This design comes from an exercise in tuning for small area, a short achievable clock period and few clock cycles on the open sky130 flow, not from production work. Function was checked by simulation only, so behaviour that the tests miss may differ from the original. Power is estimated from default activity; no workload was simulated.

[config.mk]
export PLATFORM = sky130hd
export DESIGN_NAME = akarin_riscv
export DESIGN_NICKNAME = akarin_riscv
export VERILOG_FILES = /design/flow/design.v
export SDC_FILE = /design/flow/constraint.sdc
export NUM_CORES = 4
export LEC_CHECK = 0
export CAP_MARGIN = 20
export CORE_MARGIN = 2
export CORE_UTILIZATION = 40
export PLACE_DENSITY = 0.6
export SLEW_MARGIN = 20
[constraint.sdc]
create_clock -name core_clock -period 9.0 [get_ports {clk}]
set_input_delay 1.8000 -clock core_clock [delete_from_list [all_inputs] [get_ports {clk}]]
set_output_delay 1.8000 -clock core_clock [all_outputs]
set_load 0.01 [all_outputs]
[design.v]
module RegFile(
    input  logic        clk,
    input  logic [4:0]  ra1_i, ra2_i,
    output logic [31:0] rd1_o, rd2_o,
    input  logic        we_i,
    input  logic [4:0]  wa_i,
    input  logic [31:0] wd_i
);
    logic [31:0] rf [1:31];
    genvar k;
    generate
        for (k = 1; k < 32; k++) begin : g_row
            always_ff @(posedge clk) begin
                if (we_i && wa_i == k) rf[k] <= wd_i;
            end
        end
    endgenerate
    always_comb begin
        rd1_o = 32'h0;
        rd2_o = 32'h0;
        for (int i = 1; i < 32; i++) begin
            rd1_o = rd1_o | ({32{ra1_i == i}} & rf[i]);
            rd2_o = rd2_o | ({32{ra2_i == i}} & rf[i]);
        end
    end
endmodule
module ALU(
    input  logic [31:0] a_i, b_i,
    input  logic [2:0]  f3_i,
    input  logic        sub_i,
    input  logic        sra_i,
    output logic [31:0] res_o
);
    logic [32:0] sum;
    logic        lt, ltu;
    logic [31:0] shin, shr, shl;
    logic        left;
    assign sum = {1'b0, a_i} + {1'b0, b_i ^ {32{sub_i}}} + {32'h0, sub_i};
    assign ltu = ~sum[32];
    assign lt  = (a_i[31] ^ b_i[31]) ? a_i[31] : sum[31];
    assign left = ~f3_i[2];
    always_comb begin
        for (int i = 0; i < 32; i++) shin[i] = left ? a_i[31 - i] : a_i[i];
    end
    logic [32:0] shr33;
    assign shr33 = $signed({sra_i & a_i[31] & ~left, shin}) >>> b_i[4:0];
    assign shr   = shr33[31:0];
    always_comb begin
        for (int i = 0; i < 32; i++) shl[i] = shr[31 - i];
    end
    always_comb begin
        case (f3_i)
            3'b000: res_o = sum[31:0];
            3'b001: res_o = shl;
            3'b010: res_o = {31'h0, lt};
            3'b011: res_o = {31'h0, ltu};
            3'b100: res_o = a_i ^ b_i;
            3'b101: res_o = shr;
            3'b110: res_o = a_i | b_i;
            default: res_o = a_i & b_i;
        endcase
    end
endmodule
module akarin_riscv(
   input  logic        clk, rst,
   output logic [31:2] ibus_addr,
   output logic [31:0] ibus_dataD,
   input  logic [31:0] ibus_dataQ,
   output logic        ibus_read, ibus_write,
   input  logic        ibus_ready,
   output logic [3:0]  ibus_byteSel,
   output logic        wb_valid,
   output logic [31:2] wb_pc,
   output logic [4:0]  wb_rd,
   output logic [31:0] wb_data
 );
   logic [31:2] fa;
   logic        outst;
   assign ibus_read    = ibus_ready | ~outst;
   assign ibus_addr    = fa;
   assign ibus_write   = 1'b0;
   assign ibus_dataD   = 32'h0;
   assign ibus_byteSel = 4'b1111;
   always_ff @(posedge clk) begin
      if (!rst) begin
         fa    <= 30'h0;
         outst <= 1'b0;
      end else begin
         outst <= 1'b1;
         if (ibus_read) fa <= fa + 30'h1;
      end
   end
   logic [31:0] q;
   logic        isOp, isImm, okOp, okImm, f7ok;
   assign q     = ibus_dataQ;
   assign isOp  = q[6:0] == 7'b0110011;
   assign isImm = q[6:0] == 7'b0010011;
   assign f7ok  = q[31:25] == 7'h00 || q[31:25] == 7'h20;
   assign okOp  = isOp  && (f7ok || (q[14:12] != 3'b000 && q[14:12] != 3'b101));
   assign okImm = isImm && (f7ok || q[14:12] != 3'b101);
   logic        v1, w1, imm1;    
   logic [4:0]  rd1, rs1_1;
   logic [2:0]  f3_1;
   logic [11:0] hi1;             
   always_ff @(posedge clk) begin
      v1    <= rst & ibus_ready;
      w1    <= rst & ibus_ready & (okOp | okImm) & (q[11:7] != 5'h0);
      imm1  <= ~q[5];
      rd1   <= q[11:7];
      rs1_1 <= q[19:15];
      f3_1  <= q[14:12];
      hi1   <= q[31:20];
   end
   logic [31:0] rfa, rfb;
   logic        v2, w2, fwa2, fwb2, sub2, sra2;
   logic [4:0]  rd2;
   logic [2:0]  f3_2;
   logic [31:0] a2, b2, res;
   RegFile rfu (
      .clk,
      .ra1_i (rs1_1),
      .ra2_i (hi1[4:0]),
      .rd1_o (rfa),
      .rd2_o (rfb),
      .we_i  (w2),
      .wa_i  (rd2),
      .wd_i  (res)
   );
   always_ff @(posedge clk) begin
      v2   <= rst & v1;
      w2   <= rst & w1;
      rd2  <= rd1;
      f3_2 <= f3_1;
      sub2 <= (f3_1 == 3'b000) ? (~imm1 & hi1[10]) : (f3_1[2:1] == 2'b01);
      sra2 <= hi1[10];
      fwa2 <= w2 && rd2 == rs1_1;
      fwb2 <= ~imm1 && w2 && rd2 == hi1[4:0];
      a2   <= rfa;
      b2   <= imm1 ? {{20{hi1[11]}}, hi1} : rfb;
   end
   logic [31:0] opa, opb;
   assign opa = fwa2 ? wb_data : a2;
   assign opb = fwb2 ? wb_data : b2;
   ALU exu (
      .a_i   (opa),
      .b_i   (opb),
      .f3_i  (f3_2),
      .sub_i (sub2),
      .sra_i (sra2),
      .res_o (res)
   );
   always_ff @(posedge clk) begin
      wb_valid <= rst & w2;
      wb_rd    <= rd2;
      wb_data  <= res;
   end
   assign wb_pc = fa - 30'd2 - {29'h0, v1} - {29'h0, v2};
 endmodule
[run.sh]
#!/bin/bash
# synth_recipe.tcl (not shown) runs the flow's synth.tcl, then flattens the netlist and writes it again
# the make line also repeats each setting of config.mk as NAME=value (left out here)
make -C /OpenROAD-flow-scripts/flow DESIGN_CONFIG=/design/flow/config.mk WORK_HOME=/design/flow/orfs CLKGATE_MAP_FILE= SYNTH_SCRIPT=/design/flow/synth_recipe.tcl finish
==> results of run 1 <==
==> cell usage in the layout, fill, tap and decap left out, types with 34 or more instances in the layout <==
cell type / Yosys / layout
inv_1: 87 / 87
xor2_1: 34 / 34
clkdlybuf4s50_1: 0 / 133
nand4_1: 121 / 121
a22o_1: 235 / 235
nand2_1: 120 / 120
mux2i_1: 114 / 110
dfxtp_1: 175 / 169
ha_1: 98 / 98
edfxtp_1: 992 / 992
conb_1: 2 / 37
a21oi_1: 133 / 125
buf_4: 41 / 135
a221oi_1: 238 / 238
mux4_2: 35 / 35
and2_1: 37 / 37
nor2_4: 0 / 93
xnor2_1: 82 / 82
nand3_1: 146 / 146
a22oi_1: 465 / 465
clkbuf_16: 0 / 116
nor2_1: 217 / 124
nor3_1: 53 / 52
o21ai_0: 54 / 51
==> per-layer routing <==
metal,vias up,wire length (µm),global-route usage
met4,20,19400,0.213
li1,16900,-,-
met3,1436,44900,0.167
met5,-,176,0.00699
met1,22500,92700,0.475
met2,5126,105000,0.513
==> through the flow <==
| step | hold slack (ps) | cell area, µm² | setup slack, ps | power, mW |
|---|---|---|---|---|
| after global routing | 336 | 61900 | 2220 | 13.7 |
| after CTS | 327 | 61800 | 2580 | 13.3 |
| final | 328 | 61900 | 2600 | 13.4 |
| after detailed placement | 312 | 58000 | 3030 | 8.43 |
| after global placement | 311 | 58000 | 3090 | 8.44 |
| after floorplan | 310 | 54000 | 2970 | 7.55 |
==> state kept, by name, indices dropped and copies added, names as in the netlist <==
name and count:
v2 1, sub2 1, rs1_1 5, rd1 5, f3_2 3, wb_valid 1, wb_rd 5, fwb2 1
rfu.rf 992, w1 1, sra2 1, wb_data 32, outst 1, w2 1, fa 30, hi1 12
imm1 1, v1 1, rd2 5, a2 32, b2 32, f3_1 3, fwa2 1
==> power by group through the flow <==
| stage | Combinational, mW | Sequential (mW) | Clock [mW] |
|---|---|---|---|
| after CTS | 1.98 | 6.34 | 4.98 |
| after floorplan | 1.17 | 6.38 | 0 |
| after detailed placement | 1.98 | 6.46 | 0 |
| after global routing | 2.17 | 6.35 | 5.17 |
| after global placement | 1.98 | 6.46 | 0 |
| final | 2.06 | 6.35 | 4.97 |
==> final cells by class <==
class | instances | area share
Antenna cell | 12 | 0.000485
Timing Repair Buffer | 270 | 0.0381
Inverter | 96 | 0.00586
Multi-Input combinational cell | 2551 | 0.320
Clock buffer | 139 | 0.0496
Tap cell | 1768 | 0.0357
Sequential cell | 1167 | 0.538
Clock inverter | 75 | 0.0124
==> cells by family (layout without fill, tap and decap cells) <==
logic type,count (synthesis),count (layout),synth area share
compound gates,1297,1297,0.186
other cells,2,49,0.000139
buf+inv,423,580,0.0330
fa+ha+maj,100,100,0.0235
xor+xnor,116,116,0.0189
mux,185,185,0.0440
simple gates,816,816,0.0762
flops,1167,1167,0.618
==> how the worst max path moves through the flow <==
| stage | from | to | depth (start not counted) |
|---|---|---|---|
| 2_1_floorplan | fwb2 | rfu.rf[10][0] | 16 |
| 3_3_place_gp | fwb2 | rfu.rf[30][31] | 13 |
| 3_5_place_dp | fwb2 | rfu.rf[21][31] | 13 |
| 4_1_cts | fa[2] | wb_pc[31] | 15 |
| 5_1_grt | fa[2] | wb_pc[31] | 15 |
| 6_report | fa[2] | wb_pc[31] | 15 |
==> run notes, run 1 <==
status=timing/DRC/antenna clean; sw power=~3.7 mW; Post-CTS Setup Bufs=0; Fill cells=between 10000 and 15000; Hold Path Class=reg -> reg; most frequent cells after synthesis=992 x edfxtp_1, 465 x a22oi_1, 245 x clkbuf_1; CTS root buffer=clkbuf_16; Crit. End Element=primary output; Core Footprint=~0.13 mm²; Die W=371 µm; routed vias/inst=roughly 7.6; worst reg2reg path startpoint=fwb2; Placed Cells=about 6000; Setup Viol. Count Final=0; fin nets=4334; Int Power=between 9 and 10 mW; area share of the largest cell type after synthesis=0.553; Antenna Nets Post-Route=0; Die H=371 µm; syn_area_per_cell=between 10 and 15 µm²; clk buf depth=3; Crit path max-delay family=simple AND/OR/NAND/NOR gates; Gate Count Post-Synth=around 4000; synth top area cells=edfxtp_1 55%, dfxtp_1 6.5%, a22oi_1 6.5%; non-filler instance count after layout=6078; crit path DAT=between 4000 and 5000 ps; Seq pwr share=0.474; area grow syn2layout=15.0%; largest net degree at the start of global routing=44; CTS H-Tree Depth=3; worst slew pin tran=roughly 1300 ps; dpl hpwl=between 100000 and 150000 µm; Max Clk Rate=between 0.15 and 0.2 GHz; Die ar.=~0.14 mm²; vias in the first global route=42300; reg2reg path depth=15; Max Cap Viol=0; WL final=roughly 260000 µm; register area share after synthesis=0.618; post-cts repair resize count=0; CP peak stage delay=about 550 ps; grt ovf=0; Final period util=0.711; Slew Limit Fails=0; Sw Share=0.280; Clock transition at path regs=roughly 70 ps; R2R Path End=rfu.rf[11][0]; Hold Path Sink=rd2[1]; Leakage=20.4 nW; relative slew slack=0.151; clk latency of the worst-skew pair=between 700 and 800 ps; worst-path maximum fanout=4; Synth area leader=edfxtp_1; routability cong.=between 1 and 1.5; WS Path Type=reg -> out; cts bufs inserted=between 100 and 150; Yosys warnings=4; combinational fraction of design power=0.154; Mapped Area=roughly 0.054 mm²; Max Clock Skew=approximately 43 ps; initial drt markers=approximately 11000; top-count cell post-synth=edfxtp_1; TritonCTS clock tree=yes; CP Buf/Inv Count=4; FF+latch count, synth=roughly 1200; Hold Fails Final Rpt=0; port bufs=between 100 and 150; initial antenna violation count=15; unrepaired setup endpoints after global routing=no; DR vias=46000; most frequent cell on the critical path=inv_1; number of synthesized flops with an enable pin=992; # rows=between 100 and 150; GRT Overall Usage=0.370; critical-path cell list=inv_1 > fa_1 > inv_1 > ha_1 > inv_1 > ha_1 > nand2b_1 > nor4_1 > nand2_1 > or3_1 > nor4_2 > nand2_1 > nor4_1 > xor2_1 > clkdlybuf4s50_1; Ports=around 170; maximum VDD drop=approximately 0.16 mV; Initial Util=0.403; Fin Setup TNS=0 ps; drt pass-1 iters=10; asr flop ratio synth=0; hold_buf cts=0; # clock sinks=around 1200; Sequential Area=0.0333 mm²; Clk pwr share=0.371; share of cells above drive strength 1=0.127; Hold Crit Start=rd1[1]; DR DRC count=0; Crit path required time=between 7000 and 8000 ps; post-layout min period=around 6400 ps; crit start category=flop; WL/cell=around 43 µm; P per Cell Area=between 200 and 250 mW/mm²; slowest cell on the critical path=clkdlybuf4s50_1; R2R Setup Slk=3260 ps; fin util=0.464; hold path depth=0; global-route wire length before repair=350000 µm; Multi-input gate area=roughly 0.020 mm²; library cells used by synthesis=between 80 and 90; Top FF cell, synth=edfxtp_1
Testbench counts, summed over its fixed seeds: cycles 42,063.
==> run 2: changes to the inputs <==
--- a/design.v
+++ b/design.v
@@ -98,19 +98,6 @@
    assign f7ok  = q[31:25] == 7'h00 || q[31:25] == 7'h20;
    assign okOp  = isOp  && (f7ok || (q[14:12] != 3'b000 && q[14:12] != 3'b101));
    assign okImm = isImm && (f7ok || q[14:12] != 3'b101);
-   logic        v1, w1, imm1;    
-   logic [4:0]  rd1, rs1_1;
-   logic [2:0]  f3_1;
-   logic [11:0] hi1;             
-   always_ff @(posedge clk) begin
-      v1    <= rst & ibus_ready;
-      w1    <= rst & ibus_ready & (okOp | okImm) & (q[11:7] != 5'h0);
-      imm1  <= ~q[5];
-      rd1   <= q[11:7];
-      rs1_1 <= q[19:15];
-      f3_1  <= q[14:12];
-      hi1   <= q[31:20];
-   end
    logic [31:0] rfa, rfb;
    logic        v2, w2, fwa2, fwb2, sub2, sra2;
    logic [4:0]  rd2;
@@ -118,8 +105,8 @@
    logic [31:0] a2, b2, res;
    RegFile rfu (
       .clk,
-      .ra1_i (rs1_1),
-      .ra2_i (hi1[4:0]),
+      .ra1_i (q[19:15]),
+      .ra2_i (q[24:20]),
       .rd1_o (rfa),
       .rd2_o (rfb),
       .we_i  (w2),
@@ -127,16 +114,16 @@
       .wd_i  (res)
    );
    always_ff @(posedge clk) begin
-      v2   <= rst & v1;
-      w2   <= rst & w1;
-      rd2  <= rd1;
-      f3_2 <= f3_1;
-      sub2 <= (f3_1 == 3'b000) ? (~imm1 & hi1[10]) : (f3_1[2:1] == 2'b01);
-      sra2 <= hi1[10];
-      fwa2 <= w2 && rd2 == rs1_1;
-      fwb2 <= ~imm1 && w2 && rd2 == hi1[4:0];
+      v2   <= rst & ibus_ready;
+      w2   <= rst & ibus_ready & (okOp | okImm) & (q[11:7] != 5'h0);
+      rd2  <= q[11:7];
+      f3_2 <= q[14:12];
+      sub2 <= (q[14:12] == 3'b000) ? (q[5] & q[30]) : (q[14:13] == 2'b01);
+      sra2 <= q[30];
+      fwa2 <= w2 && rd2 == q[19:15];
+      fwb2 <= q[5] && w2 && rd2 == q[24:20];
       a2   <= rfa;
-      b2   <= imm1 ? {{20{hi1[11]}}, hi1} : rfb;
+      b2   <= q[5] ? rfb : {{20{q[31]}}, q[31:20]};
    end
    logic [31:0] opa, opb;
    assign opa = fwa2 ? wb_data : a2;
@@ -154,5 +141,5 @@
       wb_rd    <= rd2;
       wb_data  <= res;
    end
-   assign wb_pc = fa - 30'd2 - {29'h0, v1} - {29'h0, v2};
+   assign wb_pc = fa - 30'd2 - {29'h0, v2};
  endmodule
==> run notes, run 2 <==
hold_buf cts=0 (unchanged); Final period util=0.659 (-0.0516); routability cong.=0.983 (-2.9%); status=timing/DRC/antenna clean; Initial Util=0.402 (-0.00160); drt pass-1 iters=11 (+1); Critical Path Sink=wb_pc[31]; Post-CTS Setup Bufs=0 (unchanged); initial drt markers=9998 (-7.5%); relative slew slack=0.143 (-0.00842); FF+latch count, synth=1139 (-2.4%); worst-path maximum fanout=9 (+5); asr flop ratio synth=0 (unchanged); register area share after synthesis=0.613 (-0.00568); WL final=257000 µm (-1.9%); routed vias/inst=7.56 (-0.13%); Gate Count Post-Synth=4054 (-1.3%); fin nets=4283 (-1.2%); slowest cell on the critical path=or4_1; post-layout min period=5930 ps (-465 ps); Clock transition at path regs=60 ps (about the same); initial antenna violation count=10 (-5); clk latency of the worst-skew pair=760 ps (about the same); maximum VDD drop=0.192 mV (+19%); Die W=369 µm (-0.38%); Crit. Startpoint=fa[13]; vias in the first global route=42000 (-0.78%); Mapped Area=0.0534 mm² (-0.77%); Die H=369 µm (-0.38%); Setup Viol. Count Final=0 (unchanged); CTS H-Tree Depth=3 (unchanged); post-cts repair resize count=0 (unchanged); Slew Limit Fails=0 (unchanged); flip-flop count of the largest register after layout=992 (unchanged); Crit. End Element=primary output; area grow syn2layout=14.9% (about the same); number of synthesized flops with an enable pin=992 (unchanged); crit start category=flop; library cells used by synthesis=83 (-4.6%); Yosys warnings=4 (unchanged); port bufs=133 (unchanged); DR DRC count=0 (unchanged); grt ovf=0 (unchanged); DR vias=45500 (-1.0%); dpl hpwl=146000 µm (-0.42%); commonest cells after routing, fill and taps aside=992 x edfxtp_1, 386 x a22oi_1, 279 x a221oi_1; Max Clk Rate=0.169 GHz (+7.8%); Ports=171 (unchanged); reg2reg path depth=13 (-2); Fin Setup TNS=0 ps (unchanged); WS Path Type=reg -> out; area share of the largest cell type after synthesis=0.558 (+0.00430); worst reg2reg path startpoint=fwb2; global-route wire length before repair=345000 µm (-1.3%); unrepaired setup endpoints after global routing=no; Max Clock Skew=57.3 ps (+13.9 ps); WL/cell=42.7 µm (-0.98%); Crit path required time=7200 ps (about the same); most frequent cells after synthesis=992 x edfxtp_1, 386 x a22oi_1, 279 x a221oi_1; Max Cap Viol=0 (unchanged); share of cells above drive strength 1=0.127 (about the same); R2R Path End=rfu.rf[16][21]; Die ar.=0.136 mm² (-0.76%); R2R Setup Slk=3340 ps (+80 ps); Leakage=20.1 nW (-1.5%); Antenna Nets Post-Route=0 (unchanged); critical-path cell list=or4_1 > nor4_1 > or3b_2 > nor3_1 > nand3b_1 > xnor2_1 > clkdlybuf4s50_1; fin util=0.462 (-0.00198); synth top area cells=edfxtp_1 56%, dfxtp_1 5.5%, a22oi_1 5.4%; CTS root buffer=clkbuf_16; crit path DAT=4130 ps (-470 ps); Placed Cells=5799 (-0.89%); cts bufs inserted=115 (+1.8%); TritonCTS clock tree=yes; top-count cell post-synth=edfxtp_1; GRT Overall Usage=0.365 (-0.00549); # clock sinks=1139 (-2.4%); syn_area_per_cell=13.2 µm² (+0.50%); Largest Register=rfu.rf; # rows=134 (unchanged); Core Footprint=0.133 mm² (-0.38%); Hold Fails Final Rpt=0 (unchanged); Power, Total=13.3 mW (-0.96%); commonest non-fill, non-tap cell in the layout=edfxtp_1; Synth area leader=edfxtp_1; clk buf depth=3 (unchanged); worst slew pin tran=1280 ps (+12.6 ps); P per Cell Area=216 mW/mm² (-0.16%); Hold Path Class=reg -> reg; CP peak stage delay=650 ps (+100 ps); Top FF cell, synth=edfxtp_1; non-filler instance count after layout=6023 (-0.90%); largest net degree at the start of global routing=62 (+41%)
run 2: stage by stage:
stage	area (µm²)	hold slack (ps)	setup WS, ps
after floorplan	53600	329	3670
after global placement	57500	485	3100
after detailed placement	57500	487	3120
after CTS	61400	496	3080
after global routing	61400	511	2790
final	61400	513	3070
run 2: worst min-delay path by stage:
stage                     to  depth (start not counted)  startpoint  slack [ps]
floorplan           wb_rd[2]                          0      rd2[2]         330
global placement    wb_rd[0]                          0      rd2[0]         480
detailed placement  wb_rd[0]                          0      rd2[0]         490
CTS                 wb_rd[0]                          0      rd2[0]         500
global route        wb_rd[0]                          0      rd2[0]         510
finish              wb_rd[0]                          0      rd2[0]         510
run 2: final cells by class:
type / count / area [µm²]
fill: 11700 / 71600
sequential: 1139 / 32700
multi-input combinational: 2535 / 19900
clock buffer: 156 / 3170
timing repair buffer: 273 / 2380
tap: 1768 / 2210
clock inverter: 63 / 689
inverter: 84 / 315
antenna: 5 / 12.5
run 2: kinds of logic (layout without fill, tap and decap cells):
kind of cell,count (synthesis),count (layout),synth area share
other cells,2,42,0.000141
simple gates,815,815,0.0761
flops,1139,1139,0.613
xor+xnor,116,116,0.0190
compound gates,1280,1280,0.189
buf+inv,415,576,0.0329
mux,187,187,0.0465
fa+ha+maj,100,100,0.0236
run 2: worst max-delay path, delay by kind of cell (launching register included):
family	cells	cell delay, ps
simple gates	5	2240
buf+inv	1	560
flops	1	430
xor+xnor	1	160
run 2: power by group:
| group | total [mW] | internal [mW] | switching, mW |
|---|---|---|---|
| combinational | 2.06 | 0.690 | 1.37 |
| sequential | 6.24 | 6.05 | 0.186 |
| clock | 4.95 | 2.78 | 2.17 |
run 2: routing by layer:
layer | track usage | share of wire | vias up
met3 | 0.152 | 0.17 | 1522
met5 | 0.00605 | 0.00088 | -
li1 | - | - | 16800
met1 | 0.454 | 0.34 | 21900
met2 | 0.516 | 0.40 | 5266
met4 | 0.240 | 0.089 | 12
Testbench counts of run 2, summed over its fixed seeds: cycles 42,055.
==> run 3: changes to the inputs <==
--- a/config.mk
+++ b/config.mk
@@ -8,5 +8,7 @@
 export CAP_MARGIN = 20
 export CORE_MARGIN = 2
 export CORE_UTILIZATION = 40
+export CTS_BUF_LIST = sky130_fd_sc_hd__clkbuf_8
 export PLACE_DENSITY = 0.6
+export SETUP_SLACK_MARGIN = 4.7
 export SLEW_MARGIN = 20
==> run notes, run 3 <==
status=timing/DRC/antenna clean; CTS H-Tree Depth=4 (+1); vias in the first global route=43500 (+3.6%); Fin Setup TNS=0 ps (unchanged); largest net degree at the start of global routing=48 (-23%); crit path DAT=3210 ps (-920 ps); Antenna Nets Post-Route=0 (unchanged); commonest cells after routing, fill and taps aside=992 x edfxtp_1, 386 x a22oi_1, 278 x a221oi_1; # rows=134 (unchanged); GRT Overall Usage=0.378 (+0.0131); Max Clk Rate=0.200 GHz (+18%); Crit. End Element=primary output; cts bufs inserted=182 (+58%); Design Area, Final=0.0639 mm² (+4.0%); non-filler instance count after layout=6262 (+4.0%); worst-path maximum fanout=4 (-5); DR vias=47300 (+4.0%); fin util=0.480 (+0.0184); area grow syn2layout=19.5%; routed vias/inst=7.56 (about the same); post-layout min period=5010 ps (-922 ps); Leakage=21.4 nW (+6.4%); dpl hpwl=142000 µm (-2.5%); Largest Register=rfu.rf; Gate Count Post-Synth=4054 (unchanged); Final period util=0.557 (-0.102); hold path depth=2 (+2); # clock sinks=1139 (unchanged); TritonCTS clock tree=yes; Placed Cells=5791 (-0.14%); clk buf depth=3 (unchanged); Crit path required time=7200 ps (about the same); commonest non-fill, non-tap cell in the layout=edfxtp_1; Hold Path Class=reg -> reg; Fill cells=11600 (-0.51%); WL final=269000 µm (+4.7%); Max Clock Skew=43.4 ps (-14.0 ps); syn_area_per_cell=13.2 µm² (unchanged); Ports=171 (unchanged); WS Path Type=reg -> out; drt pass-1 iters=15 (+4); Setup Viol. Count Final=0 (unchanged); port bufs=133 (unchanged); area share of the largest cell type after synthesis=0.558 (unchanged); asr flop ratio synth=0 (unchanged); P per Cell Area=212 mW/mm² (-1.6%); Max Cap Viol=0 (unchanged); library cells used by synthesis=83 (unchanged); worst reg2reg path startpoint=a2[6]; Power, Total=13.6 mW (+2.3%); maximum VDD drop=0.142 mV (-26%); initial antenna violation count=18 (+8); most frequent cells after synthesis=992 x edfxtp_1, 386 x a22oi_1, 279 x a221oi_1; Clock transition at path regs=60 ps (about the same); FF+latch count, synth=1139 (unchanged); Synth area leader=edfxtp_1; worst slew pin tran=1190 ps (-89.9 ps); Slew Limit Fails=0 (unchanged); Mapped Area=0.0534 mm² (unchanged); fin nets=4460 (+4.1%); Hold Slack=566 ps (+53.3 ps); WL/cell=43.0 µm (+0.68%); Hold Crit Start=fa[31]; synth top area cells=edfxtp_1 56%, dfxtp_1 5.5%, a22oi_1 5.4%; Die H=369 µm (unchanged); share of cells above drive strength 1=0.198 (+0.0704); CTS root buffer=clkbuf_8; Hold Fails Final Rpt=0 (unchanged); routability cong.=1.03 (+5.0%); Die ar.=0.136 mm² (unchanged); grt ovf=0 (unchanged); Initial Util=0.402 (unchanged); Yosys warnings=4 (unchanged); register area share after synthesis=0.613 (unchanged); relative slew slack=0.205 (+0.0620); crit start category=flop; clk latency of the worst-skew pair=910 ps (+150 ps); Post-DP Area=0.0575 mm² (about the same); top-count cell post-synth=edfxtp_1; Die W=369 µm (unchanged); pre-CTS setup slack=3410 ps (+294 ps); unrepaired setup endpoints after global routing=yes; Core Footprint=0.133 mm² (unchanged); flip-flop count of the largest register after layout=992 (unchanged); number of synthesized flops with an enable pin=992 (unchanged); reg2reg path depth=14 (+1); Crit. Startpoint=fa[14]; DR DRC count=0 (unchanged); global-route wire length before repair=355000 µm (+2.9%); fin worst setup slack=3990 ps (+922 ps); Top FF cell, synth=edfxtp_1; initial drt markers=12300 (+23%)
[run 3: worst paths after layout]
path / to / slack [ps]
worst max register to register: rfu.rf[28][0] / 4670
worst max-delay path: wb_pc[27] / 3990
worst min register to register: fa[31] / 570
worst min-delay path: fa[31] / 570
[run 3: cell type report]
type | instances | area [µm²] | area share
Clock inverter | 130 | 1060 | 0.0166
Multi-Input combinational cell | 2544 | 21000 | 0.329
Tap cell | 1768 | 2210 | 0.0346
Antenna cell | 12 | 30.0 | 0.000470
Clock buffer | 211 | 2900 | 0.0455
Sequential cell | 1139 | 32800 | 0.513
Inverter | 84 | 324 | 0.00508
Timing Repair Buffer | 374 | 3550 | 0.0557
[run 3: per-layer routing]
layer,vias up,routed length [µm],track usage
met3,1751,49800,0.188
met1,22700,88300,0.460
met2,5579,106000,0.524
met4,24,24100,0.245
li1,17200,-,-
met5,-,589,0.0167
[run 3: what timing repair did]
action | CTS | global route
endpoints found under the setup margin | 1053 | 774
pin swaps | 36 | 43
hold buffers | 0 | 0
gates resized for setup | 297 | 72
setup buffers | 58 | 46
gates cloned | 10 | 4
[run 3: cells by family after synthesis]
logic type,count (synthesis),share of synthesized area
simple gates,815,0.0761
compound gates,1280,0.189
buf+inv,415,0.0329
xor+xnor,116,0.0190
mux,187,0.0465
flops,1139,0.613
fa+ha+maj,100,0.0236
other cells,2,0.000141
[run 3: report_power, final]
part / switching (mW) / internal, mW
combinational: 1.56 / 0.871
sequential: 0.217 / 6.05
clock: 2.18 / 2.69
total: 3.95 / 9.61
[run 3: worst max-delay path: stages (launching register included)]
cell	delay [ps]
dfxtp_4	350
or4_4	550
nor4_4	180
or3b_4	460
buf_4	160
buf_6	120
nor4_4	160
xor2_1	160
buf_2	150
==> run 4: changes to the inputs <==
--- a/design.v
+++ b/design.v
@@ -98,11 +98,11 @@
    assign f7ok  = q[31:25] == 7'h00 || q[31:25] == 7'h20;
    assign okOp  = isOp  && (f7ok || (q[14:12] != 3'b000 && q[14:12] != 3'b101));
    assign okImm = isImm && (f7ok || q[14:12] != 3'b101);
-   logic [31:0] rfa, rfb;
-   logic        v2, w2, fwa2, fwb2, sub2, sra2;
+   logic [31:0] rfa, rfb, res;
+   logic        v2, w2, sub2, sra2, fwa, fwb;
    logic [4:0]  rd2;
    logic [2:0]  f3_2;
-   logic [31:0] a2, b2, res;
+   logic [31:0] a2, b2;
    RegFile rfu (
       .clk,
       .ra1_i (q[19:15]),
@@ -113,6 +113,8 @@
       .wa_i  (rd2),
       .wd_i  (res)
    );
+   assign fwa = w2 && rd2 == q[19:15];
+   assign fwb = q[5] && w2 && rd2 == q[24:20];
    always_ff @(posedge clk) begin
       v2   <= rst & ibus_ready;
       w2   <= rst & ibus_ready & (okOp | okImm) & (q[11:7] != 5'h0);
@@ -120,17 +122,12 @@
       f3_2 <= q[14:12];
       sub2 <= (q[14:12] == 3'b000) ? (q[5] & q[30]) : (q[14:13] == 2'b01);
       sra2 <= q[30];
-      fwa2 <= w2 && rd2 == q[19:15];
-      fwb2 <= q[5] && w2 && rd2 == q[24:20];
-      a2   <= rfa;
-      b2   <= q[5] ? rfb : {{20{q[31]}}, q[31:20]};
+      a2   <= fwa ? res : rfa;
+      b2   <= fwb ? res : q[5] ? rfb : {{20{q[31]}}, q[31:20]};
    end
-   logic [31:0] opa, opb;
-   assign opa = fwa2 ? wb_data : a2;
-   assign opb = fwb2 ? wb_data : b2;
    ALU exu (
-      .a_i   (opa),
-      .b_i   (opb),
+      .a_i   (a2),
+      .b_i   (b2),
       .f3_i  (f3_2),
       .sub_i (sub2),
       .sra_i (sra2),
@@ -140,6 +137,6 @@
       wb_valid <= rst & w2;
       wb_rd    <= rd2;
       wb_data  <= res;
+      wb_pc    <= fa - 30'd2;
    end
-   assign wb_pc = fa - 30'd2 - {29'h0, v2};
  endmodule
==> run notes, run 4 <==
status=timing/DRC/antenna clean; initial antenna violation count=15 (-3); routed vias/inst=7.36 (-2.7%); Post-DP Area=0.0598 mm² (+4.1%); grt ovf=0 (unchanged); cts bufs inserted=190 (+4.4%); initial drt markers=11700 (-4.7%); Die ar.=0.141 mm² (+3.6%); Top FF cell, synth=edfxtp_1; crit start category=input pin; Synth Area in Simple Gates=0.0983 (+0.0222); Leakage=22.7 nW (+6.0%); fin util=0.470 (-0.0102); DR vias=49900 (+5.4%); Mapped Area=0.0554 mm² (+3.6%); Adder-Cell Fraction of Synth Area=0.0225 (-0.00105); Largest Register=rfu.rf; # clock sinks=1166 (+2.4%); Int Power=9.59 mW (-0.22%); Max Clk Rate=0.217 GHz (+8.5%); syn_area_per_cell=12.2 µm² (-7.8%); multiplexer share of the synthesized area=0.0422 (-0.00426); WL/cell=41.3 µm (-4.0%); TritonCTS clock tree=yes; largest family of logic cells by synthesized area=compound AO/OA/AOI/OAI gates; most frequent cells after synthesis=992 x edfxtp_1, 903 x a22oi_1, 440 x nand2_1; synth top area cells=edfxtp_1 54%, a22oi_1 12%, dfxtp_1 6.3%; post-layout min period=4620 ps (-391 ps); flip-flop count of the largest register after layout=992 (unchanged); Fill cells=12300 (+5.6%); share of cells above drive strength 1=0.162 (-0.0353); clk latency of the worst-skew pair=990 ps (+80 ps); Gate Count Post-Synth=4556 (+12%); Die W=376 µm (+1.8%); Sw Share=0.302 (+0.0101); sw power=4.14 mW (+4.8%); global-route wire length before repair=375000 µm (+5.5%); non-filler instance count after layout=6781 (+8.3%); dpl hpwl=161000 µm (+13%); GRT Overall Usage=0.383 (+0.00536); Post-Synth XOR/XNOR Area=0.0157 (-0.00336); Final period util=0.513 (-0.0435); area grow syn2layout=16.7%; unrepaired setup endpoints after global routing=yes; # rows=136 (+1.5%); Ports=171 (unchanged); routability cong.=0.997 (-3.4%); Fin Setup TNS=0 ps (unchanged); CTS H-Tree Depth=4 (unchanged); Power, Total=13.7 mW (+1.2%); Crit path required time=9880 ps (+2680 ps); P per Cell Area=212 mW/mm² (about the same); fin nets=4952 (+11%); Initial Util=0.403 (+0.000902); Antenna Nets Post-Route=0 (unchanged); Die H=376 µm (+1.8%); Crit. End Element=flop; area share of the largest cell type after synthesis=0.538 (-0.0196); register area share after synthesis=0.601 (-0.0118); top-count cell post-synth=edfxtp_1; Hold Path Class=reg -> reg; clk buf depth=3 (unchanged); Placed Cells=6356 (+9.8%); Yosys warnings=4 (unchanged); combinational fraction of design power=0.177 (-0.002); Synth Area in Compound Gates=0.186 (-0.00319); asr flop ratio synth=0 (unchanged); Max Cap Viol=0 (unchanged); Seq pwr share=0.466 (+0.004); Slew Limit Fails=0 (unchanged); worst slew pin tran=1200 ps (+4.73 ps); library cells used by synthesis=78 (-6.0%); commonest cells after routing, fill and taps aside=992 x edfxtp_1, 902 x a22oi_1, 438 x nand2_1; worst-path maximum fanout=23 (+19); port bufs=133 (unchanged); hold_buf cts=0 (unchanged); drt pass-1 iters=13 (-2); Hold Fails Final Rpt=0 (unchanged); Design Area, Final=0.0646 mm² (+1.2%); Core Footprint=0.137 mm² (+3.4%); Setup Viol. Count Final=0 (unchanged); CTS root buffer=clkbuf_8; DR DRC count=0 (unchanged); WS Path Type=in -> reg; WL final=280000 µm (+4.0%); Clk pwr share=0.357 (-0.002); maximum VDD drop=0.131 mV (-7.7%); crit path DAT=5500 ps (+2290 ps); relative slew slack=0.201 (-0.00403); Clock transition at path regs=70 ps (about the same); number of synthesized flops with an enable pin=992 (unchanged); FF+latch count, synth=1166 (+2.4%); largest net degree at the start of global routing=50 (+4.2%); Synth area leader=edfxtp_1; commonest non-fill, non-tap cell in the layout=edfxtp_1; Max Clock Skew=65.5 ps (+22.1 ps); vias in the first global route=46200 (+6.2%)
[run 4: cell types whose count changed after synthesis, moves of 47 or more]
| cell | previous run | this run |
|---|---|---|
| a221oi_1 | 279 | 22 |
| mux2i_1 | 111 | 54 |
| nor4_1 | 14 | 74 |
| nand2_1 | 152 | 440 |
| xnor2_1 | 82 | 35 |
| a22oi_1 | 386 | 903 |
| a22o_1 | 272 | 19 |
| a21oi_1 | 77 | 167 |
[run 4: worst paths after layout]
path             startpoint        endpoint  slack, ps  cells past startpoint
max          ibus_dataQ[21]          b2[30]       4380                     10
max reg2reg          a2[11]  rfu.rf[12][25]       4720                     10
min                   fa[2]        wb_pc[2]        460                      0
min reg2reg           fa[2]        wb_pc[2]        460                      0
[run 4: what timing repair did]
| action | CTS | global route |
|---|---|---|
| gates resized for setup | 59 | 37 |
| setup buffers | 29 | 18 |
| pin swaps | 10 | 8 |
| endpoints found under the hold margin | 0 | 0 |
| cloned | 8 | 7 |
| setup endpoints to repair | 815 | 531 |
[run 4: power by group through the flow]
stage / logic (mW) / clock network [mW] / registers, mW
2_1_floorplan: 1.27 / 0 / 6.42
3_3_place_gp: 2.19 / 0 / 6.50
3_5_place_dp: 2.19 / 0 / 6.50
4_1_cts: 2.28 / 4.91 / 6.38
5_1_grt: 2.53 / 5.14 / 6.39
6_report: 2.43 / 4.90 / 6.39
[run 4: logic make-up (layout without fill, tap and decap cells)]
logic type	count (synthesis)	after routing
fa+ha+maj	99	99
compound gates	1422	1422
other cells	2	47
simple gates	1161	1161
flops	1166	1166
buf+inv	459	845
xor+xnor	99	99
mux	148	148
[run 4: critical path: stages]
cell and delay (ps):
clkdlybuf4s50_1 660, or2_2 580, nor2_4 620, buf_4 710, a22oi_1 200, nand2_1 110, nor3_1 50, a21oi_1 470
nand2_1 140, o21ai_0 90
[run 4: stage by stage]
step	worst slack, ps	hold slack (ps)
6_report	4380	458
5_1_grt	4510	468
4_1_cts	4710	454
3_5_place_dp	3590	451
3_3_place_gp	3610	450
2_1_floorplan	4700	329
[run 4: final cells by class]
type,count,area [µm²],share of cell area
multi-input cells,2966,21300,0.329
well taps,1794,2240,0.0347
flip-flops and latches,1166,33300,0.515
repair buffers,378,3310,0.0512
clock buffers,207,2850,0.0441
clock inverters,144,1100,0.0170
inverters,101,428,0.00662
repair inverters,15,113,0.00174
diodes,10,25.0,0.000387
[run 4: per-layer routing]
layer / vias up / routed length (µm) / track usage
met5: - / 233 / 0.0106
met4: 24 / 25500 / 0.254
met3: 1776 / 50600 / 0.199
met2: 5739 / 113000 / 0.541
met1: 23800 / 91000 / 0.452
li1: 18600 / - / -
Testbench counts of run 4, summed over its fixed seeds: cycles 42,055.
==> run 5: changes to the inputs <==
--- a/design.v
+++ b/design.v
@@ -31,35 +31,41 @@
     input  logic        sra_i,
     output logic [31:0] res_o
 );
-    logic [32:0] sum;
-    logic        lt, ltu;
+    logic [31:0] bx, p, g, sum;
+    logic [32:0] s33;
+    logic        lt, ltu, left;
     logic [31:0] shin, shr, shl;
-    logic        left;
-    assign sum = {1'b0, a_i} + {1'b0, b_i ^ {32{sub_i}}} + {32'h0, sub_i};
-    assign ltu = ~sum[32];
+    logic [32:0] shr33;
+    logic        selP, selG, selS, selL, selR, selLt, selLtu;
+    assign bx  = b_i ^ {32{sub_i}};
+    assign p   = a_i ^ bx;
+    assign g   = a_i & bx;
+    assign s33 = {1'b0, a_i} + {1'b0, bx} + {32'h0, sub_i};
+    assign sum = s33[31:0];
+    assign ltu = ~s33[32];
     assign lt  = (a_i[31] ^ b_i[31]) ? a_i[31] : sum[31];
     assign left = ~f3_i[2];
     always_comb begin
         for (int i = 0; i < 32; i++) shin[i] = left ? a_i[31 - i] : a_i[i];
     end
-    logic [32:0] shr33;
     assign shr33 = $signed({sra_i & a_i[31] & ~left, shin}) >>> b_i[4:0];
     assign shr   = shr33[31:0];
     always_comb begin
         for (int i = 0; i < 32; i++) shl[i] = shr[31 - i];
     end
-    always_comb begin
-        case (f3_i)
-            3'b000: res_o = sum[31:0];
-            3'b001: res_o = shl;
-            3'b010: res_o = {31'h0, lt};
-            3'b011: res_o = {31'h0, ltu};
-            3'b100: res_o = a_i ^ b_i;
-            3'b101: res_o = shr;
-            3'b110: res_o = a_i | b_i;
-            default: res_o = a_i & b_i;
-        endcase
-    end
+    assign selP   = f3_i == 3'b100 || f3_i == 3'b110;
+    assign selG   = f3_i == 3'b111 || f3_i == 3'b110;
+    assign selS   = f3_i == 3'b000;
+    assign selL   = f3_i == 3'b001;
+    assign selR   = f3_i == 3'b101;
+    assign selLt  = f3_i == 3'b010;
+    assign selLtu = f3_i == 3'b011;
+    assign res_o = ({32{selP}} & p)
+                 | ({32{selG}} & g)
+                 | ({32{selS}} & sum)
+                 | ({32{selL}} & shl)
+                 | ({32{selR}} & shr)
+                 | {31'h0, (selLt & lt) | (selLtu & ltu)};
 endmodule
 module akarin_riscv(
    input  logic        clk, rst,
==> flow/run.sh (new file) <==
#!/bin/bash
# Standard ORFS flow (the standard.sh, unchanged synthesis) with two
# resizer settings changed:
#  - ports are buffered with buf_2 instead of the default pick (a delay cell)
#  - the resizer may swap cells of different widths
set -euo pipefail
bash standard.sh MATCH_CELL_FOOTPRINT=0 "BUFFER_PORTS_ARGS=-buffer_cell sky130_fd_sc_hd__buf_2" finish > flow.log 2>&1
==> standard.sh (new file) <==
#!/bin/bash
# synth_recipe.tcl (not shown) runs the flow's synth.tcl, then flattens the netlist and writes it again
# the make line also repeats each setting of config.mk as NAME=value (left out here)
make -C /OpenROAD-flow-scripts/flow DESIGN_CONFIG=/design/flow/config.mk WORK_HOME=/design/flow/orfs CLKGATE_MAP_FILE= SYNTH_SCRIPT=/design/flow/synth_recipe.tcl "${@:-finish}"
--- a/config.mk
+++ b/config.mk
@@ -8,7 +8,8 @@
 export CAP_MARGIN = 20
 export CORE_MARGIN = 2
 export CORE_UTILIZATION = 40
-export CTS_BUF_LIST = sky130_fd_sc_hd__clkbuf_8
+export CTS_CLUSTER_DIAMETER = 120
+export CTS_CLUSTER_SIZE = 24
 export PLACE_DENSITY = 0.6
-export SETUP_SLACK_MARGIN = 4.7
+export SETUP_SLACK_MARGIN = 5
 export SLEW_MARGIN = 20
removed: run.sh
==> run notes, run 5 <==
flip-flop count of the largest register after layout=992 (unchanged); WL final=274000 µm (-2.2%); R2R Setup Slk=5040 ps (+320 ps); cts bufs inserted=56 (-71%); DR DRC count=0 (unchanged); worst-path maximum fanout=24 (+4.3%); status=timing/DRC/antenna clean; routability cong.=1.02 (+2.3%); worst slew pin tran=1200 ps (+5.75 ps); Post-DP Area=0.0580 mm² (-3.1%); library cells used by synthesis=90 (+15%); CP peak stage delay=630 ps (-80 ps); WL/cell=43.4 µm (+5.1%); dpl hpwl=155000 µm (-3.7%); largest net degree at the start of global routing=60 (+20%); # clock sinks=1166 (unchanged); Initial Util=0.403 (+0.000472); initial antenna violation count=22 (+7); Synth area leader=edfxtp_1; fin util=0.447 (-0.0234); relative slew slack=0.198 (-0.00295); vias in the first global route=44400 (-3.9%); Hold Path Class=reg -> reg; area grow syn2layout=10.8%; syn_area_per_cell=12.4 µm² (+2.0%); Leakage=20.7 nW (-8.7%); # rows=135 (-0.74%); Crit. End Element=flop; Die ar.=0.140 mm² (-1.2%); Gate Count Post-Synth=4411 (-3.2%); critical-path cell list=buf_2 > nor3b_4 > buf_4 > and2_2 > buf_4 > a22oi_1 > nand2_1 > nor4_1 > a21oi_1 > mux2_2; CTS H-Tree Depth=2 (-2); Mapped Area=0.0547 mm² (-1.2%); Largest Register=rfu.rf; Core Footprint=0.136 mm² (-1.3%); unrepaired setup endpoints after global routing=yes; P per Cell Area=197 mW/mm² (-7.2%); TritonCTS clock tree=yes; most frequent cell on the critical path=buf_4; most frequent cells after synthesis=992 x edfxtp_1, 835 x a22oi_1, 391 x nand2_1; Final period util=0.465 (-0.0483); Design Area, Final=0.0606 mm² (-6.3%); Max Cap Viol=0 (unchanged); post-layout min period=4180 ps (-435 ps); drt pass-1 iters=12 (-1); grt ovf=0 (unchanged); clk latency of the worst-skew pair=760 ps (-230 ps); Hold Fails Final Rpt=0 (unchanged); commonest non-fill, non-tap cell in the layout=edfxtp_1; Top FF cell, synth=edfxtp_1; port bufs=133 (unchanged); Slew Limit Fails=0 (unchanged); FF+latch count, synth=1166 (unchanged); routed vias/inst=7.57 (+2.9%); top-count cell post-synth=edfxtp_1; Power, Total=11.9 mW (-13%); Max Clk Rate=0.239 GHz (+10%); Ports=171 (unchanged); Fill cells=12300 (+0.34%); Die H=374 µm (-0.61%); reg2reg path depth=7 (-3); Antenna Nets Post-Route=0 (unchanged); slowest cell on the critical path=buf_4; Fin Setup TNS=0 ps (unchanged); Max Clock Skew=59.7 ps (-5.81 ps); synth top area cells=edfxtp_1 54%, a22oi_1 11%, dfxtp_1 6.4%; Crit path required time=9640 ps (-240 ps); number of synthesized flops with an enable pin=992 (unchanged); global-route wire length before repair=367000 µm (-1.9%); initial drt markers=11800 (+0.62%); maximum VDD drop=0.136 mV (+3.7%); crit start category=input pin; Setup Viol. Count Final=0 (unchanged); WS Path Type=in -> reg; Yosys warnings=4 (unchanged); crit path DAT=4820 ps (-680 ps); asr flop ratio synth=0 (unchanged); DR vias=47800 (-4.2%); CTS root buffer=clkbuf_16; fin nets=4546 (-8.2%); share of cells above drive strength 1=0.157 (-0.00515); hold path depth=0 (unchanged); commonest cells after routing, fill and taps aside=992 x edfxtp_1, 834 x a22oi_1, 382 x nand2_1; hold_buf cts=0 (unchanged); register area share after synthesis=0.608 (+0.00751); Die W=374 µm (-0.61%); GRT Overall Usage=0.376 (-0.00669); area share of the largest cell type after synthesis=0.545 (+0.00672); Clock transition at path regs=110 ps (+40 ps); clk buf depth=3 (unchanged)
## run 5: cell types whose count changed after synthesis, moves of 62 or more
cell     before  now
nor2_1      247  170
ha_1         98   35
a21oi_1     167   99
a22oi_1     903  835
inv_1        97   35
and3_1       22   97
## run 5: what timing repair did
action / 4_1_cts / 5_1_grt
endpoints found under the setup margin: 790 / 593
gates cloned: 6 / 3
setup buffers: 16 / 25
pin swaps: 3 / 11
resized for setup: 81 / 59
## run 5: cells by family (layout without fill, tap and decap cells)
| logic type | after synthesis | count (layout) | synth area share |
|---|---|---|---|
| AO/OA/AOI/OAI | 1350 | 1350 | 0.183 |
| buffers and inverters | 410 | 487 | 0.0317 |
| AND/OR/NAND/NOR | 1196 | 1196 | 0.108 |
| adder cells (fa/ha/maj) | 37 | 37 | 0.00856 |
| other | 2 | 40 | 0.000137 |
| flip-flops | 1166 | 1166 | 0.608 |
| multiplexers | 151 | 151 | 0.0436 |
| XOR/XNOR | 99 | 99 | 0.0159 |
## run 5: layout make-up
type | instances | area, µm² | area share
Inverter | 37 | 169 | 0.00279
Sequential cell | 1166 | 33300 | 0.550
Timing Repair Buffer | 335 | 2390 | 0.0394
Antenna cell | 3 | 7.51 | 0.000124
Tap cell | 1781 | 2230 | 0.0368
Timing Repair inverter | 9 | 67.6 | 0.00112
Multi-Input combinational cell | 2870 | 20800 | 0.343
Clock inverter | 8 | 116 | 0.00192
Clock buffer | 98 | 1560 | 0.0257
## run 5: critical path, delay by kind of cell
kind | cells | cell delay (ps)
buffers and inverters | 3 | 1230
AND/OR/NAND/NOR | 4 | 920
AO/OA/AOI/OAI | 2 | 440
multiplexers | 1 | 350
## run 5: worst paths after layout
check | start | end
hold reg to reg | fa[2] | wb_pc[2]
hold / removal | fa[2] | wb_pc[2]
setup reg to reg | a2[27] | rfu.rf[19][9]
setup / recovery | ibus_dataQ[22] | b2[5]
## run 5: through the flow
| step | hold slack (ps) | worst slack (ps) | instances |
|---|---|---|---|
| after global routing | 463 | 4990 | 6304 |
| after floorplan | 329 | 5000 | 4446 |
| after global placement | 424 | 3360 | 6147 |
| after detailed placement | 424 | 3370 | 6147 |
| final | 443 | 4820 | 6307 |
| after CTS | 443 | 5000 | 6275 |
## run 5: power breakdown
| group | internal, mW | switching, mW |
|---|---|---|
| sequential | 6.29 | 0.173 |
| clock | 1.21 | 1.82 |
| combinational | 0.749 | 1.69 |
| total | 8.25 | 3.69 |
## run 5: routing by layer
| metal | up-vias | wire [µm] | global-route usage |
|---|---|---|---|
| met4 | 18 | 23100 | 0.244 |
| met1 | 23100 | 93000 | 0.473 |
| li1 | 17800 | - | - |
| met5 | - | 200 | 0 |
| met2 | 5362 | 108000 | 0.520 |
| met3 | 1522 | 49100 | 0.171 |
Testbench counts of run 5, summed over its fixed seeds: cycles 42,055.
==> run 6: changes to the inputs <==
--- a/design.v
+++ b/design.v
@@ -104,6 +104,19 @@
    assign f7ok  = q[31:25] == 7'h00 || q[31:25] == 7'h20;
    assign okOp  = isOp  && (f7ok || (q[14:12] != 3'b000 && q[14:12] != 3'b101));
    assign okImm = isImm && (f7ok || q[14:12] != 3'b101);
+   logic        v1, w1, op1;     
+   logic [4:0]  rd1, rs1_1;
+   logic [2:0]  f3_1;
+   logic [11:0] hi1;             
+   always_ff @(posedge clk) begin
+      v1    <= rst & ibus_ready;
+      w1    <= rst & ibus_ready & (okOp | okImm) & (q[11:7] != 5'h0);
+      op1   <= q[5];
+      rd1   <= q[11:7];
+      rs1_1 <= q[19:15];
+      f3_1  <= q[14:12];
+      hi1   <= q[31:20];
+   end
    logic [31:0] rfa, rfb, res;
    logic        v2, w2, sub2, sra2, fwa, fwb;
    logic [4:0]  rd2;
@@ -111,25 +124,25 @@
    logic [31:0] a2, b2;
    RegFile rfu (
       .clk,
-      .ra1_i (q[19:15]),
-      .ra2_i (q[24:20]),
+      .ra1_i (rs1_1),
+      .ra2_i (hi1[4:0]),
       .rd1_o (rfa),
       .rd2_o (rfb),
       .we_i  (w2),
       .wa_i  (rd2),
       .wd_i  (res)
    );
-   assign fwa = w2 && rd2 == q[19:15];
-   assign fwb = q[5] && w2 && rd2 == q[24:20];
+   assign fwa = w2 && rd2 == rs1_1;
+   assign fwb = op1 && w2 && rd2 == hi1[4:0];
    always_ff @(posedge clk) begin
-      v2   <= rst & ibus_ready;
-      w2   <= rst & ibus_ready & (okOp | okImm) & (q[11:7] != 5'h0);
-      rd2  <= q[11:7];
-      f3_2 <= q[14:12];
-      sub2 <= (q[14:12] == 3'b000) ? (q[5] & q[30]) : (q[14:13] == 2'b01);
-      sra2 <= q[30];
+      v2   <= rst & v1;
+      w2   <= rst & w1;
+      rd2  <= rd1;
+      f3_2 <= f3_1;
+      sub2 <= (f3_1 == 3'b000) ? (op1 & hi1[10]) : (f3_1[2:1] == 2'b01);
+      sra2 <= hi1[10];
       a2   <= fwa ? res : rfa;
-      b2   <= fwb ? res : q[5] ? rfb : {{20{q[31]}}, q[31:20]};
+      b2   <= fwb ? res : op1 ? rfb : {{20{hi1[11]}}, hi1};
    end
    ALU exu (
       .a_i   (a2),
@@ -143,6 +156,6 @@
       wb_valid <= rst & w2;
       wb_rd    <= rd2;
       wb_data  <= res;
-      wb_pc    <= fa - 30'd2;
+      wb_pc    <= fa - 30'd2 - {29'h0, v1};
    end
  endmodule
==> flow/run.sh (replaced) <==
#!/bin/bash
# Standard ORFS flow (the standard.sh, unchanged synthesis) with some
# tool settings changed:
#  - ports are buffered with buf_2 instead of the default pick (a delay cell)
#  - the resizer may swap cells of different widths
#  - clock tree: larger sink clusters, no dummy loads
set -euo pipefail
bash standard.sh MATCH_CELL_FOOTPRINT=0 \
  "BUFFER_PORTS_ARGS=-buffer_cell sky130_fd_sc_hd__buf_2" \
  "CTS_ARGS=-sink_clustering_enable -repair_clock_nets -sink_clustering_size 20 -sink_clustering_max_diameter 100 -dont_use_dummy_load" \
  finish > flow.log 2>&1
--- a/config.mk
+++ b/config.mk
@@ -8,8 +8,6 @@
 export CAP_MARGIN = 20
 export CORE_MARGIN = 2
 export CORE_UTILIZATION = 40
-export CTS_CLUSTER_DIAMETER = 120
-export CTS_CLUSTER_SIZE = 24
 export PLACE_DENSITY = 0.6
 export SETUP_SLACK_MARGIN = 5
 export SLEW_MARGIN = 20
==> run notes, run 6 <==
combinational fraction of design power=0.199 (-0.005); clk latency of the worst-skew pair=750 ps (about the same); P per Cell Area=204 mW/mm² (+3.3%); register area share after synthesis=0.625 (+0.0167); TritonCTS clock tree=yes; Synth area leader=edfxtp_1; Crit. End Element=flop; Yosys warnings=4 (unchanged); Hold Fails Final Rpt=0 (unchanged); Critical Path Sink=b2[2]; drt pass-1 iters=10 (-2); commonest non-fill, non-tap cell in the layout=edfxtp_1; non-filler instance count after layout=6157 (-2.4%); area grow syn2layout=11.6%; Placed Cells=6010 (-2.2%); reg2reg path depth=9 (+2); grt ovf=0 (unchanged); routability cong.=1.01 (-0.52%); port bufs=133 (unchanged); most frequent cells after synthesis=992 x edfxtp_1, 690 x a22oi_1, 398 x nand2_1; Core Footprint=0.134 mm² (-1.4%); GRT Overall Usage=0.379 (+0.00230); Mapped Area=0.0541 mm² (-1.0%); R2R Setup Slk=4730 ps (-310 ps); Max Clock Skew=129 ps (+69.7 ps); share of cells above drive strength 1=0.160 (+0.00257); Slew Limit Fails=0 (unchanged); WS Path Type=reg -> reg; cts bufs inserted=72 (+29%); library cells used by synthesis=89 (-1.1%); Setup Viol. Count Final=0 (unchanged); met2 wire len=108000 µm (-0.65%); WL/cell=43.7 µm (+0.80%); largest net degree at the start of global routing=55 (-8.3%); CTS root buffer=clkbuf_16; routed length on met1=88800 µm (-4.5%); Gate Count Post-Synth=4251 (-3.6%); DR vias=46800 (-1.9%); status=timing/DRC/antenna clean; R2R Path End=b2[2]; sw power=3.69 mW (about the same); worst-path maximum fanout=17 (-29%); Hold Path Class=reg -> reg; worst reg2reg path startpoint=hi1[2]; # rows=134 (-0.74%); Final period util=0.474 (+0.00931); dpl hpwl=149000 µm (-3.6%); Leakage=20.5 nW (-1.1%); FF+latch count, synth=1194 (+2.4%); global-route wire length before repair=359000 µm (-2.2%); asr flop ratio synth=0 (unchanged); maximum VDD drop=0.127 mV (-6.3%); DR DRC count=0 (unchanged); relative slew slack=0.136 (-0.0617); Hold Slack=331 ps (-112 ps); crit start category=flop; worst slew pin tran=1290 ps (+89.4 ps); fin nets=4449 (-2.1%); initial antenna violation count=17 (-23%); met3 WL=47200 µm (-3.9%); Die ar.=0.138 mm² (-1.0%); Design Area, Final=0.0604 mm² (-0.25%); Int Power=8.61 mW (+4.4%); unrepaired setup endpoints after global routing=no; routed vias/inst=7.61 (+0.45%); clk buf depth=3 (unchanged); Max Cap Viol=0 (unchanged); synth top area cells=edfxtp_1 55%, a22oi_1 9.6%, dfxtp_1 7.5%; Clk pwr share=0.265 (+0.011); Fin Setup TNS=0 ps (unchanged); syn_area_per_cell=12.7 µm² (+2.7%); Post-DP Area=0.0577 mm² (-0.52%); Seq pwr share=0.537 (-0.004); crit path DAT=4720 ps (-100 ps); post-layout min period=4270 ps (+83.8 ps); Antenna Nets Post-Route=0 (unchanged); Sw Share=0.300 (-0.00884); vias in the first global route=42900 (-3.4%); area share of the largest cell type after synthesis=0.550 (+0.00567); top-count cell post-synth=edfxtp_1; Die W=372 µm (-0.51%); Crit. Startpoint=hi1[2]; Max Clk Rate=0.234 GHz (-2.0%); number of synthesized flops with an enable pin=992 (unchanged); WL final=269000 µm (-1.6%); Clock transition at path regs=80 ps (-30 ps); Initial Util=0.405 (+0.00135); Crit path required time=9460 ps (-180 ps); Fill cells=12100 (-1.6%); flip-flop count of the largest register after layout=992 (unchanged); highest routed layer=met5; CTS H-Tree Depth=3 (+1); initial drt markers=10700 (-8.9%); Largest Register=rfu.rf; fin util=0.452 (+0.00501); Die H=372 µm (-0.51%); commonest cells after routing, fill and taps aside=992 x edfxtp_1, 690 x a22oi_1, 397 x nand2_1; Top FF cell, synth=edfxtp_1; # clock sinks=1194 (+2.4%); Ports=171 (unchanged)
run 6: cell types whose count changed after synthesis, moves of 28 or more:
cell      change
a221oi_1     +97
a22o_1       +88
a22oi_1     -145
and3_1       -80
clkbuf_1     -30
dfxtp_1      +28
nand3_1      -30
nor2_1       +29
run 6: power by group through the flow:
| stage | combinational (mW) | clock [mW] | sequential, mW |
|---|---|---|---|
| finish | 2.44 | 3.25 | 6.60 |
| global route | 2.53 | 3.41 | 6.60 |
| CTS | 2.25 | 3.24 | 6.59 |
| detailed placement | 2.09 | 0 | 6.73 |
| global placement | 2.08 | 0 | 6.73 |
| floorplan | 1.24 | 0 | 6.65 |
run 6: how the worst min path moves through the flow:
stage | startpoint | to | slack [ps] | depth (start not counted)
6_report | rd1[0] | rd2[0] | 330 | 0
5_1_grt | rd1[4] | rd2[4] | 340 | 0
4_1_cts | rd1[0] | rd2[0] | 330 | 0
3_5_place_dp | rd1[0] | rd2[0] | 310 | 0
3_3_place_gp | rd1[2] | rd2[2] | 310 | 0
2_1_floorplan | rd1[0] | rd2[0] | 310 | 0
run 6: cells by family after synthesis:
kind of cell             count (synthesis)  share of synthesized area
AO/OA/AOI/OAI                         1313                      0.184
flip-flops                            1194                      0.625
AND/OR/NAND/NOR                       1062                     0.0928
buffers and inverters                  381                     0.0303
multiplexers                           157                     0.0417
XOR/XNOR                               105                     0.0170
adder cells (fa/ha/maj)                 37                    0.00869
other                                    2                   0.000139
run 6: stage by stage:
stage,setup WS (ps),power [mW]
2_1_floorplan,5000,7.90
3_3_place_gp,3770,8.82
3_5_place_dp,3730,8.81
4_1_cts,4980,12.1
5_1_grt,5000,12.5
6_report,4730,12.3
run 6: layout make-up:
| type | count | area (µm²) | area share |
|---|---|---|---|
| clock buffers | 72 | 1800 | 0.0298 |
| repair buffers | 333 | 2340 | 0.0388 |
| repair inverters | 21 | 153 | 0.00253 |
| diodes | 14 | 35.0 | 0.000580 |
| flip-flops and latches | 1194 | 33800 | 0.560 |
| inverters | 44 | 235 | 0.00389 |
| well taps | 1768 | 2210 | 0.0366 |
| multi-input cells | 2711 | 19800 | 0.328 |
run 6: per-layer routing:
| metal | up-vias | track usage |
|---|---|---|
| met2 | 5426 | 0.530 |
| met3 | 1634 | 0.168 |
| li1 | 17200 | - |
| met5 | - | 0 |
| met4 | 24 | 0.258 |
| met1 | 22500 | 0.468 |
run 6: what timing repair did:
item	4_1_cts	5_1_grt
endpoints found under the hold margin	0	0
pin swaps	5	9
buffers inserted	20	18
gates cloned	17	5
hold buffers	0	0
resized for setup	69	29
setup endpoints to repair	875	566
run 6: critical path: stages, from the launching register on:
cell and delay, ps:
dfxtp_1 770, nand3b_1 470, nor2_4 970, buf_4 600
a22oi_1 170, nand3_1 140, nor4_1 50, nand2_1 300
o211ai_1 140, o21ai_1 380
Testbench counts of run 6, summed over its fixed seeds: cycles 42,063.
==> run 7: changes to the inputs <==
--- a/design.v
+++ b/design.v
@@ -2,7 +2,7 @@
     input  logic        clk,
     input  logic [4:0]  ra1_i, ra2_i,
     output logic [31:0] rd1_o, rd2_o,
-    input  logic        we_i,
+    input  logic        we_i, wen_i,
     input  logic [4:0]  wa_i,
     input  logic [31:0] wd_i
 );
@@ -10,8 +10,11 @@
     genvar k;
     generate
         for (k = 1; k < 32; k++) begin : g_row
+            logic wr, hold;
+            assign wr   = we_i && wa_i == k;
+            assign hold = wen_i || wa_i != k;
             always_ff @(posedge clk) begin
-                if (we_i && wa_i == k) rf[k] <= wd_i;
+                rf[k] <= (rf[k] & {32{hold}}) | (wd_i & {32{wr}});
             end
         end
     endgenerate
@@ -118,7 +121,7 @@
       hi1   <= q[31:20];
    end
    logic [31:0] rfa, rfb, res;
-   logic        v2, w2, sub2, sra2, fwa, fwb;
+   logic        w2, wn2, sub2, sra2, fwa, fwb;
    logic [4:0]  rd2;
    logic [2:0]  f3_2;
    logic [31:0] a2, b2;
@@ -129,14 +132,15 @@
       .rd1_o (rfa),
       .rd2_o (rfb),
       .we_i  (w2),
+      .wen_i (wn2),
       .wa_i  (rd2),
       .wd_i  (res)
    );
    assign fwa = w2 && rd2 == rs1_1;
    assign fwb = op1 && w2 && rd2 == hi1[4:0];
    always_ff @(posedge clk) begin
-      v2   <= rst & v1;
       w2   <= rst & w1;
+      wn2  <= ~(rst & w1);
       rd2  <= rd1;
       f3_2 <= f3_1;
       sub2 <= (f3_1 == 3'b000) ? (op1 & hi1[10]) : (f3_1[2:1] == 2'b01);
==> flow/run.sh (replaced) <==
#!/bin/bash
# Standard ORFS flow (the standard.sh, unchanged synthesis) with some
# tool settings changed:
#  - ports are buffered with buf_1 instead of the default pick (a delay cell)
#  - the resizer may swap cells of different widths
#  - clock tree: larger sink clusters, no dummy loads
set -euo pipefail
bash standard.sh MATCH_CELL_FOOTPRINT=0 \
  "BUFFER_PORTS_ARGS=-buffer_cell sky130_fd_sc_hd__buf_1" \
  "CTS_ARGS=-sink_clustering_enable -repair_clock_nets -sink_clustering_size 20 -sink_clustering_max_diameter 100 -dont_use_dummy_load" \
  finish > flow.log 2>&1
==> run notes, run 7 <==
Yosys warnings=4 (unchanged); CTS root buffer=clkbuf_16; drt pass-1 iters=16 (+6); relative slew slack=0.112 (-0.0236); commonest non-fill, non-tap cell in the layout=dfxtp_1; status=timing/DRC/antenna clean; flip-flop count of the largest register after layout=992 (unchanged); WS Path Type=reg -> reg; GR peak layer=met2; Final period util=0.468 (-0.00591); routability cong.=1.06 (+4.1%); # clock sinks=1195 (+0.084%); GRT Overall Usage=0.464 (+0.0854); global-route wire length before repair=457000 µm (+27%); Design Area, Final=0.0599 mm² (-0.93%); post-layout min period=4210 ps (-53.2 ps); routed vias/inst=7.89 (+3.7%); top-count cell post-synth=dfxtp_1; Leakage=22.1 nW (+7.7%); fin worst setup slack=4790 ps (+53.2 ps); CTS H-Tree Depth=3 (unchanged); WL final=344000 µm (+28%); largest net degree at the start of global routing=64 (+16%); area grow syn2layout=8.89%; vias in the first global route=54700 (+27%); Synth area leader=dfxtp_1; Mapped Area=0.0550 mm² (+1.6%); Ports=171 (unchanged); fin nets=6071 (+36%); worst slew pin tran=1330 ps (+35.2 ps); Max Cap Viol=0 (unchanged); Hold Path Class=reg -> reg; DR DRC count=0 (unchanged); clk latency of the worst-skew pair=750 ps (about the same); routing usage on met3=0.259 (+0.0904); Power, Total=9.73 mW (-21%); Max Clk Rate=0.237 GHz (+1.3%); number of synthesized flops with an enable pin=0 (-100%); Top FF cell, synth=dfxtp_1; Die W=375 µm (+0.77%); synth top area cells=dfxtp_1 44%, a22oi_1 11%, a22o_1 10%; Antenna Nets Post-Route=0 (unchanged); share of cells above drive strength 1=0.0934 (-0.0664); maximum VDD drop=0.122 mV (-3.6%); crit start category=flop; Slew Limit Fails=0 (unchanged); initial antenna violation count=35 (+18); area share of the largest cell type after synthesis=0.435 (-0.115); Crit path required time=9590 ps (+130 ps); initial drt markers=15300 (+43%); Clock transition at path regs=80 ps (about the same); library cells used by synthesis=90 (+1.1%); Max Clock Skew=137 ps (+7.44 ps); FF+latch count, synth=1195 (+0.084%); cts bufs inserted=73 (+1.4%); GR met1 Demand/Resource=0.562 (+0.0944); crit path DAT=4810 ps (+90 ps); syn_area_per_cell=8.91 µm² (-30%); DR vias=61700 (+32%); WL/cell=43.9 µm (+0.41%); Fill cells=13300 (+10%); unrepaired setup endpoints after global routing=yes; # rows=136 (+1.5%); most frequent cells after synthesis=1195 x dfxtp_1, 892 x nand2_1, 825 x a22oi_1; dpl hpwl=183000 µm (+22%); clk buf depth=3 (unchanged); Core Footprint=0.137 mm² (+2.4%); met2 Resource Use GR=0.619 (+0.0888); asr flop ratio synth=0 (unchanged); Initial Util=0.401 (-0.00321); Fin Setup TNS=0 ps (unchanged); Post-DP Area=0.0574 mm² (-0.53%); Hold Fails Final Rpt=0 (unchanged); Gate Count Post-Synth=6171 (+45%); commonest cells after routing, fill and taps aside=1189 x dfxtp_1, 858 x nand2_1, 824 x a22oi_1; TritonCTS clock tree=yes; Die ar.=0.140 mm² (+1.6%); worst-path maximum fanout=23 (+6); register area share after synthesis=0.435 (-0.190); Crit. End Element=flop; Largest Register=rfu.rf; grt ovf=0 (unchanged); P per Cell Area=163 mW/mm² (-20%); Setup Viol. Count Final=0 (unchanged); Die H=375 µm (+0.77%); pre-CTS setup slack=4390 ps (+663 ps); port bufs=133 (unchanged)
==> run 7: cell families after synthesis <==
group / count (synthesis) / synth area share
XOR/XNOR: 100 / 0.0159
other: 2 / 0.000137
AND/OR/NAND/NOR: 1612 / 0.130
flip-flops: 1195 / 0.435
buffers and inverters: 676 / 0.0549
AO/OA/AOI/OAI: 2413 / 0.321
adder cells (fa/ha/maj): 37 / 0.00856
multiplexers: 136 / 0.0339
==> run 7: through the flow <==
step | util | std cells | hold slack (ps)
finish | 0.437 | 7823 | 332
global placement | 0.418 | 7693 | 312
CTS | 0.433 | 7773 | 334
floorplan | - | 6206 | 310
global route | 0.436 | 7796 | 341
detailed placement | 0.419 | 7696 | 313
==> run 7: what timing repair did <==
item,in CTS,in global routing
pin swaps,4,7
hold buffers,0,0
gates resized for setup,33,33
hold endpoints to repair,0,0
setup buffers,2,14
cloned,2,2
endpoints found under the setup margin,705,619
==> run 7: power breakdown <==
part           internal [mW]  switching (mW)  leakage [nW]
Combinational          0.214           0.739          11.5
Sequential              5.35          0.0567          9.66
Clock                   1.44            1.93         0.900
Total                   7.01            2.72          22.1
==> run 7: critical path, stage by stage (launching register included) <==
cell and delay, ps:
dfxtp_1 770, or3b_2 650, nor2_4 680, buf_4 780
a22oi_1 150, nand2_1 120, nor4_1 70, a21oi_1 620
nor2_1 100, nor2_1 110
==> run 7: metal layers <==
| layer | up-vias | wire [µm] |
|---|---|---|
| met1 | 29100 | 118000 |
| met3 | 2401 | 64100 |
| met4 | 34 | 34000 |
| met5 | - | 851 |
| met2 | 7239 | 127000 |
| li1 | 22900 | - |
==> run 7: worst paths after layout <==
kind                              from     end  slack, ps  cells past startpoint
worst max-delay path            hi1[2]  b2[12]       4790                      9
worst min-delay path            rd1[2]  rd2[2]        330                      0
worst max register to register  hi1[2]  b2[12]       4790                      9
worst min register to register  rd1[2]  rd2[2]        330                      0
==> run 7: cell type report <==
class / count / area, µm² / area share
multi-input combinational: 4338 / 29400 / 0.490
clock buffer: 73 / 1830 / 0.0305
timing repair inverter: 1 / 7.51 / 0.000125
antenna: 32 / 80.1 / 0.00134
tap: 1794 / 2240 / 0.0375
inverter: 52 / 201 / 0.00337
timing repair buffer: 338 / 2210 / 0.0369
sequential: 1195 / 23900 / 0.400
Testbench counts of run 7, summed over its fixed seeds: cycles 42,063.

## afterwards: timing with drivers on the ports
Ports are ideal in the flow. The routed layouts listed here were re-timed in OpenROAD. Step 1 sets driving cells, clkbuf_16 on the clock port and buf_2 on the other inputs (assumed; they add their load-dependent delay and slew). Step 2 times the ports against the registers' clock, not the clock port: input delays grow and output delays shrink by t, the midpoint of the rising clock arrivals with the driver on. a / b / c = ideal / step 1 / step 2; a / b = the first two.
run	t, ns	setup WS [ns]
run 1	0.820	2.604 / 2.528 / 3.264
run 2	0.808	3.069 / 2.994 / 3.239
run 3	0.963	3.991 / 3.921 / 3.599
run 4	1.030	4.382 / 4.424 / 3.395
run 5	0.802	4.817 / 4.810 / 4.007
run 6	0.763	4.734 / 4.734 / 4.734
run 7	0.778	4.787 / 4.787 / 4.651
After both steps setup and hold are still met in every run listed.
